Background: an optimization exercise with open tools, aiming at small area and a short achievable clock period. Do not read the settings as production practice.
Where RTL was checked, it was by simulation tests only, not by an equivalence proof against the original.

run A:
## cordic
module cordic (
    input  wire        clk,
    input  wire        rst,
    input  wire        valid_i,
    input  wire signed [16:0] x_i,
    input  wire signed [16:0] y_i,
    output wire        valid_o,
    output wire signed [16:0] x_o,
    output wire signed [16:0] y_o
    );
clock: 4.6 ns
lec_check: 0
cap_margin: 20
core_margin: 2
core_utilization: 40
setup_slack_margin: 1.0
slew_margin: 20
run.sh (not shown) runs the stock make flow with config.mk's settings and CLKGATE_MAP_FILE= SYNTH_SCRIPT=/design/flow/synth_recipe.tcl, a recipe that flattens the netlist after the stock synthesis.
Run A ended with every stage complete and zero timing, DRC or antenna violations.
[inputs] run B vs run A
- SETUP_SLACK_MARGIN changed from 1.0 to 2.0
## What came out
Post-route worst setup slack | run B above run A
Run B vs run A on worst hold slack: run B is the lower one.
The maximum fanout count along the critical path reported for run B is greater than that of run A by 1.
In the flow results for run B and run A, the share of the clock period used by the worst path is smaller on run B.
Compared to run A, the routing of run B uses more wire.
Input-level comparison between run C and run B:
- SETUP_SLACK_MARGIN changed from 2.0 to 1.5
### Flow results
- Run C completed end to end with timing, DRC and antenna clean.
- Run B -> run C: clock buffer count from CTS increased slightly
- Sum of routed wire length over all layers: lower on run C
- Going from run B to run C, peak fanout along the critical path grew by 1; post-CTS clock slew at the launch and capture registers of the worst setup and hold paths held steady.
- Looking at maximum number of pins on one net before global-route repair, run C sits 4 above run B.
- Fmax: run C higher than run B
- Looking at area added between synthesis and finish, run C sits 17 points below run B.
- Detailed-route via count (run C / run B): 0.947
[inputs] run D vs run C
- clearing SETUP_SLACK_MARGIN, which used to be 1.5
Notes after the runs:
- Run D ran to completion and came out clean on the timing, DRC and antenna checks.
- Both conditions hold for run C: the flow ran to the end and the final layout passed the timing, DRC and antenna checks.
- Run D gives less pin count of the biggest net entering global routing than run C did.
- Diff run C -> run D | via count | down by a few percent
- ~same flip-flop and latch count in run C and run D
- Run D: layout overhead on the synthesized area is 5.7 points lower than what run C reported.
- Cells: run D has fewer instances than run C
No functional check of the RTL was part of any run of this note.

---

## job 227
Another version of the RTL of cordic (not shown whole).
Size: roughly 580 flip-flops, ~0.038 mm² of cells after synthesis.
clock: 4.6 ns
lec_check: 0
abc_area: 1
cap_margin: 20
core_margin: 2
core_utilization: 40
cts_cluster_diameter: 120
cts_cluster_size: 20
setup_slack_margin: 2.0
slew_margin: 20
standard.sh (not shown) runs the stock make flow with config.mk's settings and CLKGATE_MAP_FILE= SYNTH_SCRIPT=/design/flow/synth_recipe.tcl, a recipe that flattens the netlist after the stock synthesis.
==> flow/flow/run.sh <==
#!/bin/bash
# The standard layout (standard.sh: ORFS from synthesis to the final layout), with one change:
# ADDER_MAP_FILE is empty, so ORFS's synthesis skips Yosys's full/half adder extraction and abc maps
# the adders' logic like the rest. Everything else, including the registers, is the standard flow.
set -euo pipefail
cd "$(dirname "$0")/.."
export ADDER_MAP_FILE=
bash standard.sh > standard.log 2>&1
Setup changes, job 227 to job 9811
Settings: removing CTS_CLUSTER_SIZE (formerly 20); removing CTS_CLUSTER_DIAMETER (formerly 120).
NOTE wire length reported by the detailed router job 227->job 9811 increased slightly
In the tables for job 9811 and job 227, number of buffers added by the clock tree synthesis step reads higher with job 9811.
Job 9811 vs job 227 on number of instances resized during post-cts repair: job 9811 is the lower one.
Job 9811 vs job 227 — fmax dropped about 1.9%.
Non-clock buffer total of the final layout: job 9811 vs job 227 down 1.8%
Edits applied to the flow inputs when going from job 9811 to job 8545:
Settings: changing SETUP_SLACK_MARGIN from 2.0 to 1.2; removing ABC_AREA (formerly 1).
==> flow/run.sh (new file) <==
#!/bin/bash
# synth_recipe.tcl (not shown) runs the flow's synth.tcl, then flattens the netlist and writes it again
# the make line also repeats each setting of config.mk as NAME=value (left out here)
make -C /OpenROAD-flow-scripts/flow DESIGN_CONFIG=/design/flow/config.mk WORK_HOME=/design/flow/orfs CLKGATE_MAP_FILE= SYNTH_SCRIPT=/design/flow/synth_recipe.tcl finish
removed: flow/flow/run.sh
removed: flow/standard.sh
Largest driver fanout on the critical path: job 8545 > job 9811
Fmax: job 8545 lower than job 9811
The total setup buffers inserted after CTS of job 8545 is higher than that of job 9811.
Synthesis-to-layout area growth ends up lower on job 9811.
Modified inputs, job 8369 compared to job 8545
Settings: ABC_AREA newly set to 1; CORE_UTILIZATION changed from 40 to 35; CTS_CLUSTER_SIZE newly set to 20; SETUP_SLACK_MARGIN changed from 1.2 to 2.1; CTS_CLUSTER_DIAMETER newly set to 120.
==> flow/flow/run.sh (new file) <==
#!/bin/bash
# The standard layout (standard.sh: ORFS from synthesis to the final layout), with one change:
# ADDER_MAP_FILE is empty, so ORFS's synthesis skips Yosys's full/half adder extraction and abc maps
# the adders' logic like the rest. Everything else, including the registers, is the standard flow.
set -euo pipefail
cd "$(dirname "$0")/.."
export ADDER_MAP_FILE=
bash standard.sh > standard.log 2>&1
==> flow/standard.sh (new file) <==
#!/bin/bash
# synth_recipe.tcl (not shown) runs the flow's synth.tcl, then flattens the netlist and writes it again
# the make line also repeats each setting of config.mk as NAME=value (left out here)
make -C /OpenROAD-flow-scripts/flow DESIGN_CONFIG=/design/flow/config.mk WORK_HOME=/design/flow/orfs CLKGATE_MAP_FILE= SYNTH_SCRIPT=/design/flow/synth_recipe.tcl "${@:-finish}"
removed: flow/run.sh
### Flow results
Actual slew at the worst max-slew pin in job 8369 is 0.27 ns below job 8545. Job 8545 → job 8369: number of clock buffer instances in the layout shrank by 57; number of cells on the worst reg-to-reg path went up; via count went up 11,100. Compared with job 8545, job 8369 shows a critical path depth that is 11 lower. Compared with job 8545, in job 8369 design area +4.5%, synthesized area divided by synthesized cell count saw a decrease, layout buffer count excluding clock buffers has increased, max-cap check violation count held.
For job 6776, these inputs were changed with respect to job 8369:
Settings: removing CTS_CLUSTER_SIZE (formerly 20); removing CTS_CLUSTER_DIAMETER (formerly 120); changing CORE_UTILIZATION from 35 to 40; changing SETUP_SLACK_MARGIN from 2.1 to 1.5.
==> flow/run.sh (new file) <==
#!/bin/bash
# synth_recipe.tcl (not shown) runs the flow's synth.tcl, then flattens the netlist and writes it again
# the make line also repeats each setting of config.mk as NAME=value (left out here)
make -C /OpenROAD-flow-scripts/flow DESIGN_CONFIG=/design/flow/config.mk WORK_HOME=/design/flow/orfs CLKGATE_MAP_FILE= SYNTH_SCRIPT=/design/flow/synth_recipe.tcl finish
removed: flow/flow/run.sh
removed: flow/standard.sh
--- outcome ---
Job 6776 did not stop at any stage, and its layout met the timing, DRC and antenna checks.
Slack of the critical path on job 6776 is behind job 8369.
In the flow results for job 6776 and job 8369, the final clock period utilization by the worst path is smaller on job 8369.
STATUS worst slack at placement: job 6776 loses against job 8369

==> static timing again, ports no longer ideal <==
How much do the figures lean on ideal ports? The routed layouts below were timed once more, with nothing changed but the port constraints.
Step 1 sets driving cells, clkbuf_16 on the clock port and buf_2 on the other inputs (assumed; they add their load-dependent delay and slew).
Step 2, shift: input delay + t, output delay - t, t = (earliest + latest rising clock arrival at the registers) / 2. This alone moves slack from input paths to output paths.
Slacks: ideal ports / drivers / drivers and shift; pairs: ideal ports / drivers.
| run | t (ns) | slack for setup (ns) | hold slack, ns | worst setup path at the end |
|---|---|---|---|---|
| run A | 0.657 | 1.078 / 1.078 / 1.078 | 0.419 / 0.419 / 0.419 | register to register |
| run B | 0.673 | 1.143 / 1.143 / 1.143 | 0.406 / 0.406 / 0.406 | register to register |
| run C | 0.663 | 1.323 / 1.323 / 1.323 | 0.436 / 0.436 / 0.436 | register to register |
| run D | 0.657 | 0.770 / 0.770 / 0.770 | 0.431 / 0.431 / 0.431 | register to register |
| job 227 | 0.623 | 2.178 / 2.136 / 1.628 | 0.404 / 0.404 / 0.404 | input to register |
| job 9811 | 0.709 | 2.132 / 2.065 / 1.544 | 0.400 / 0.400 / 0.400 | input to register |
| job 8545 | 0.659 | 1.357 / 1.357 / 1.357 | 0.425 / 0.425 / 0.425 | register to register |
| job 8369 | 0.654 | 2.175 / 2.114 / 1.566 | 0.404 / 0.404 / 0.404 | input to register |
| job 6776 | 0.656 | 1.629 / 1.629 / 1.629 | 0.400 / 0.400 / 0.400 | register to register |
After both steps setup and hold are still met in every run listed. The setup slack of job 8369, which loses most, moves by -0.061 ns with the drivers and by -0.609 ns with both steps.
